This is an optimization exercise on Yosys and OpenROAD, whose aim is small area, a short achievable clock period and few clock cycles, not a production implementation.
At most, simulation tests tie the RTL to the original design; equivalence was not proved.
Power is estimated from default activity; no workload was simulated.

Setup of v42:
==> flow/design.v (excerpt) <==
module booth_multiplier(clk, reset_n, multiplier, multiplicand, op_start, op_clear, op_done, result);
export LEC_CHECK = 0
export ABC_CLOCK_PERIOD_IN_PS = 2500
export CAP_MARGIN = 20
export CORE_MARGIN = 2
export CORE_UTILIZATION = 55
export PLACE_DENSITY = 0.75
export SETUP_SLACK_MARGIN = 2.5
export SLEW_MARGIN = 20
export SYNTH_HIERARCHICAL = 1
create_clock -name core_clock -period 5.5 [get_ports {clk}]
standard.sh (not shown) runs the stock make flow with config.mk's settings and CLKGATE_MAP_FILE= SYNTH_SCRIPT=/design/flow/synth_recipe.tcl, a recipe that flattens the netlist after the stock synthesis.
==> flow/flow/run.sh <==
#!/bin/bash
# The standard synthesis and layout, with the port buffers the standard flow's flow adds made from
# sky130_fd_sc_hd__buf_1 instead of the cell buffer_ports picks by itself.
set -euo pipefail
bash standard.sh synth > synth.log 2>&1
export BUFFER_PORTS_ARGS="-buffer_cell sky130_fd_sc_hd__buf_1"
bash standard.sh > layout.log 2>&1
Testbench counts of v42, summed over its fixed seeds: cycles 4,224.
--- input diff v42..v9 ---
Settings: PLACE_DENSITY: 0.75 -> 0.65; CORE_UTILIZATION: 55 -> 50.
==> flow/flow/run.sh <==
#!/bin/bash
# The standard synthesis and layout, with the port buffers the standard flow's flow adds made from
# sky130_fd_sc_hd__buf_1 instead of the cell buffer_ports picks by itself, and ORFS's
# power recovery (downsizing gates off the critical paths) after global routing.
set -euo pipefail
bash standard.sh synth > synth.log 2>&1
export BUFFER_PORTS_ARGS="-buffer_cell sky130_fd_sc_hd__buf_1"
export RECOVER_POWER=50
bash standard.sh > layout.log 2>&1
==> run summary <==
Final checks on v9, whose flow otherwise completed, came back failing, citing max-capacitance violations, max-slew violations. v9: final period demand of the worst path 0.71 ns above v42. The run showing the smaller power in combinational cells is v9. Utilization after layout (lower): v9. In the final design statistics, v9 uses more standard cells in total than v42.
## Diff of input files: v30 against v9
==> flow/run.sh (new file) <==
#!/bin/bash
# synth_recipe.tcl (not shown) runs the flow's synth.tcl, then flattens the netlist and writes it again
# the make line also repeats each setting of config.mk as NAME=value (left out here)
make -C /OpenROAD-flow-scripts/flow DESIGN_CONFIG=/design/flow/config.mk WORK_HOME=/design/flow/orfs CLKGATE_MAP_FILE= SYNTH_SCRIPT=/design/flow/synth_recipe.tcl finish
removed: flow/flow/run.sh
removed: flow/standard.sh
Findings:
- v30 has completed all stages; timing, DRC and antenna checks passed.
- On count of clock-buffer cells in the layout: between v9 and v30, it ends up lower for v9.
- From v9 to v30 the numbers moved as follows: clock skew shows an increase of 0.030 ns, clock-cell share of area moved up.
- v9 → v30: number of iterations in the first detailed-routing pass went down by 2, number of cells on the worst reg-to-reg path higher.
- Measured against each other, v9 and v30 differ in wire length of the first global-routing pass, the higher figure coming from v30.
- Of the two values seen for beginning of the critical path, two[2] was produced by v9 and C[4] by v30.
- Sort v9 and v30 by post-detailed-routing wire length, descending, and v30 comes first.
- Compared with v9, in v30 average cell area after synthesis ~0 delta, shortest clock period the worst path allows after layout fell 0.71 ns.
Edits applied to the flow inputs when going from v30 to v10:
Settings: changing CORE_UTILIZATION from 50 to 60; changing PLACE_DENSITY from 0.65 to 0.72.
==> flow/flow/run.sh (new file) <==
#!/bin/bash
# The standard synthesis and layout, with the port buffers the standard flow's flow adds made from
# sky130_fd_sc_hd__buf_1 instead of the cell buffer_ports picks by itself.
set -euo pipefail
bash standard.sh synth > synth.log 2>&1
export BUFFER_PORTS_ARGS="-buffer_cell sky130_fd_sc_hd__buf_1"
bash standard.sh > layout.log 2>&1
==> flow/standard.sh (new file) <==
#!/bin/bash
# synth_recipe.tcl (not shown) runs the flow's synth.tcl, then flattens the netlist and writes it again
# the make line also repeats each setting of config.mk as NAME=value (left out here)
make -C /OpenROAD-flow-scripts/flow DESIGN_CONFIG=/design/flow/config.mk WORK_HOME=/design/flow/orfs CLKGATE_MAP_FILE= SYNTH_SCRIPT=/design/flow/synth_recipe.tcl "${@:-finish}"
removed: flow/run.sh
==> run summary <==
- The run showing the greater final critical-path setup slack is v10.
- When the final numbers for v10 and v30 were put side by side, the layout buffer count excluding clock buffers turned out to be smaller in v10.
- Diff v30 -> v10: number of vias after detailed routing higher; core utilization higher; cell internal power dissipation lower.

* * *

Setup of job 101:
Starting RTL as in the previous note.
==> flow/config.mk <==
export PLATFORM = sky130hd
export DESIGN_NAME = booth_multiplier
export DESIGN_NICKNAME = booth_multiplier
export VERILOG_FILES = /design/flow/design.v
export SDC_FILE = /design/flow/constraint.sdc
export NUM_CORES = 4
export LEC_CHECK = 0
export ABC_AREA = 1
export CAP_MARGIN = 20
export CORE_MARGIN = 2
export CORE_UTILIZATION = 50
export PLACE_DENSITY = 0.65
export SETUP_SLACK_MARGIN = 2.5
export SLEW_MARGIN = 20
export SYNTH_HIERARCHICAL = 1
==> flow/constraint.sdc <==
create_clock -name core_clock -period 5.5 [get_ports {clk}]
set_input_delay 1.1000 -clock core_clock [delete_from_list [all_inputs] [get_ports {clk}]]
set_output_delay 1.1000 -clock core_clock [all_outputs]
set_load 0.01 [all_outputs]
==> flow/flow/run.sh <==
#!/bin/bash
# The standard synthesis and layout, with the port buffers the standard flow's flow adds made from
# sky130_fd_sc_hd__buf_1 instead of the cell buffer_ports picks by itself.
set -euo pipefail
bash standard.sh synth > synth.log 2>&1
export BUFFER_PORTS_ARGS="-buffer_cell sky130_fd_sc_hd__buf_1"
bash standard.sh > layout.log 2>&1
Job 101 ran to completion and came out clean on the timing, DRC and antenna checks.
Testbench counts of job 101, summed over its fixed seeds: cycles 4,224.
What job 102 does differently from job 101 at the input level:
==> flow/flow/run.sh <==
#!/bin/bash
# The standard synthesis and layout, with the port buffers the standard flow's flow adds made from
# sky130_fd_sc_hd__buf_2 instead of the cell buffer_ports picks by itself.
set -euo pipefail
bash standard.sh synth > synth.log 2>&1
export BUFFER_PORTS_ARGS="-buffer_cell sky130_fd_sc_hd__buf_2"
bash standard.sh > layout.log 2>&1
-- flow/config.mk --
<<< job 101, line 7
export LEC_CHECK = 0
export ABC_AREA = 1
export CAP_MARGIN = 20
>>> job 102, line 7
export LEC_CHECK = 0
export ABC_CLOCK_PERIOD_IN_PS = 2500
export CAP_MARGIN = 20
Job 102: met2 track demand over resource in global routing higher than job 101
Looking at termination of the worst setup path, the C[23] result is from job 102; the S[3] one comes from job 101.
Job 102 finished every step from synthesis to the final layout, and the layout passed the timing, DRC and antenna checks.
Run comparison: job 102 most common library cell in the layout ignoring fill and taps xnor2_1; job 101 most common library cell in the layout ignoring fill and taps xor2_1
Job 101 → job 102: footprint of the multi-input gates went up; parity-gate share of the synthesized area counting xor and xnor cells went down; count of non-filler cells in the finished layout went down; layout net count went down.
Summary — share of the yosys chip area belonging to registers, job 102 relative to job 101: lower, by 0.71 points.
#### Input delta (job 103 over job 102)
==> flow/flow/run.sh <==
#!/bin/bash
# The standard synthesis and layout, with the port buffers the standard flow's flow adds made from
# sky130_fd_sc_hd__buf_1 instead of the cell buffer_ports picks by itself.
set -euo pipefail
bash standard.sh synth > synth.log 2>&1
export BUFFER_PORTS_ARGS="-buffer_cell sky130_fd_sc_hd__buf_1"
bash standard.sh > layout.log 2>&1
-- flow/config.mk --
<<< job 102, line 10
export CORE_MARGIN = 2
export CORE_UTILIZATION = 50
export PLACE_DENSITY = 0.65
export SETUP_SLACK_MARGIN = 2.5
>>> job 103, line 10
export CORE_MARGIN = 2
export CORE_UTILIZATION = 45
export PLACE_DENSITY = 0.6
export SETUP_SLACK_MARGIN = 2.5
Notes after the runs:
Looking at global router's overall resource usage across job 102 and job 103, the one that comes out lower is job 103. First-pass detailed-route iteration total: job 103 vs job 102 up 2. Sort job 102 and job 103 by clock share of power desc -> top: job 103. Job 103 finished all stages; the layout is clean. Lower final period demand of the worst path among job 102 and job 103: job 102. Job 103: number of vias per cell after detailed routing lower than job 102.
Changes in job 104 relative to job 103:
-- flow/config.mk --
<<< job 103, line 10
export CORE_MARGIN = 2
export CORE_UTILIZATION = 45
export PLACE_DENSITY = 0.6
export SETUP_SLACK_MARGIN = 2.5
>>> job 104, line 10
export CORE_MARGIN = 2
export CORE_UTILIZATION = 50
export GPL_TIMING_DRIVEN = 0
export PLACE_DENSITY = 0.65
export SETUP_SLACK_MARGIN = 2.5
Results
- When the final numbers for job 104 and job 103 were put side by side, the leakage power turned out to be smaller in job 103.
- Of the two values seen for highest routing layer actually used, met4 was produced by job 104 and met5 by job 103.
- On clock tree cell share of total cell area, job 104 and job 103 are neck and neck.
- Final critical-path share of the clock period was lower in job 103 than in job 104.
- Compared with job 103, job 104 shows a higher maximum resistive drop on vdd.

* * *

booth_multiplier, a different RTL version from the one above (not shown whole).
Size: ~2,300 cells after synthesis, about 290 flip-flops, about 24,000 sq um of cells after synthesis.
Settings: LEC_CHECK=0, ABC_CLOCK_PERIOD_IN_PS=2500, CAP_MARGIN=20, CORE_MARGIN=2, CORE_UTILIZATION=50, PLACE_DENSITY=0.65, SLEW_MARGIN=20, SYNTH_HIERARCHICAL=1; clock period 5.5 ns.
run.sh (not shown) runs the stock make flow with config.mk's settings and CLKGATE_MAP_FILE= SYNTH_SCRIPT=/design/flow/synth_recipe.tcl, a recipe that flattens the netlist after the stock synthesis.
Stock flow here: none of the scripts above is used.
The starting point finished clean.
Next try:
Settings changed: SETUP_SLACK_MARGIN set to 2.8.
Result: Via count climbs by 11%; utilization rises by 10 points; routed wire length rose by about 26%; die area is unchanged; register-to-register slack improved by 820 ps; sequential share of layout area is lower by 3.1 points; worst setup slack gains 820 ps; power grows by 16%; combinational power increases by about 27%; final cell count goes up by about 5%.
Function was not checked in any run of this note: the RTL went through the layout flow alone.

* * *

== run a ==
RTL: one of the versions met above, not the one the previous note started from.
Size: ~2300 cells after synthesis, ~260 I/O pins.
Settings: LEC_CHECK=0, ABC_CLOCK_PERIOD_IN_PS=2500, CAP_MARGIN=20, CORE_MARGIN=2, CORE_UTILIZATION=50, PLACE_DENSITY=0.65, SETUP_SLACK_MARGIN=2.3, SLEW_MARGIN=20, SYNTH_HIERARCHICAL=1; clock period 5.5 ns.
standard.sh (not shown) runs the stock make flow with config.mk's settings and CLKGATE_MAP_FILE= SYNTH_SCRIPT=/design/flow/synth_recipe.tcl, a recipe that flattens the netlist after the stock synthesis.
==> flow/flow/run.sh <==
#!/bin/bash
# The standard synthesis and layout, with the port buffers the standard flow's flow adds made from
# sky130_fd_sc_hd__buf_1 instead of the cell buffer_ports picks by itself.
set -euo pipefail
bash standard.sh synth > synth.log 2>&1
export BUFFER_PORTS_ARGS="-buffer_cell sky130_fd_sc_hd__buf_1"
bash standard.sh > layout.log 2>&1
Run a: no failed stages, no open violations at the end
Testbench counts of run a, summed over its fixed seeds: cycles 4,224.
The following lists how run b was set up differently from run a:
Settings: CTS_CLUSTER_DIAMETER: unset -> 50; CTS_CLUSTER_SIZE: unset -> 40; SETUP_SLACK_MARGIN: 2.3 -> 2.5.
==> run summary <==
- Against run a, time the worst path needs with I/O delays and setup in run b came out better.
- Looking at worst-path cell with the longest stage delay, the fa_1 result is from run b; the dfxtp_4 one comes from run a.
- The maximum clock frequency of run b is higher than that of run a.
- In run b, number of antenna violations at the first check in global routing is higher than in run a.
- Run b ended with less final worst hold slack than run a.
- Sequential share of layout area for run b: 0.64 points down relative to run a
- Reported for run a and run b, number of failing hold endpoints at the final stage turned out identical to the last digit.
- Across both runs, amount of wire on met3 after detailed routing was lower for run b than for run a.
- Compared with run a, run b shows a higher post-route total power.
- Fraction of the cycle the final worst path needs is lower on run b

==> port drivers added, routing unchanged <==
How much do the figures lean on ideal ports? The routed layouts below were timed once more, with nothing changed but the port constraints. Step 1: set_driving_cell puts a clkbuf_16 on clk and a buf_2 on each other input, an assumption about the parent block. Step 2 moves the port delays by t, midway between the first and last clock arrival at a register: inputs arrive t later, outputs are due t later. That takes back most of the time a late clock gives input paths. Slacks: no drivers / after step 1 / after step 2; pairs: no drivers / after step 1.
run	t, ns	slack for setup (ns)	worst register clock-pin slew, ns
v42	0.632	2.509 / 2.481 / 1.849	0.07 / 0.07
v9	0.622	1.798 / 1.798 / 1.798	0.07 / 0.07
v30	0.641	2.511 / 2.511 / 1.877	0.07 / 0.07
v10	0.616	2.532 / 2.538 / 1.922	0.07 / 0.07
job 101	0.623	2.520 / 2.539 / 1.916	0.07 / 0.07
job 102	0.610	2.542 / 2.514 / 1.904	0.07 / 0.07
job 103	0.637	2.528 / 2.540 / 1.904	0.07 / 0.07
job 104	0.618	2.499 / 2.499 / 1.917	0.06 / 0.06
the first run of note 3	0.614	1.741 / 1.741 / 1.741	0.07 / 0.07
the second run of note 3	0.609	2.563 / 2.563 / 2.531	0.07 / 0.07
run a	0.613	2.382 / 2.382 / 1.811	0.07 / 0.07
run b	0.641	2.567 / 2.529 / 1.888	0.08 / 0.08
For run b, which loses most, drivers alone change the setup slack by -0.038 ns; drivers and shift together by -0.679 ns.
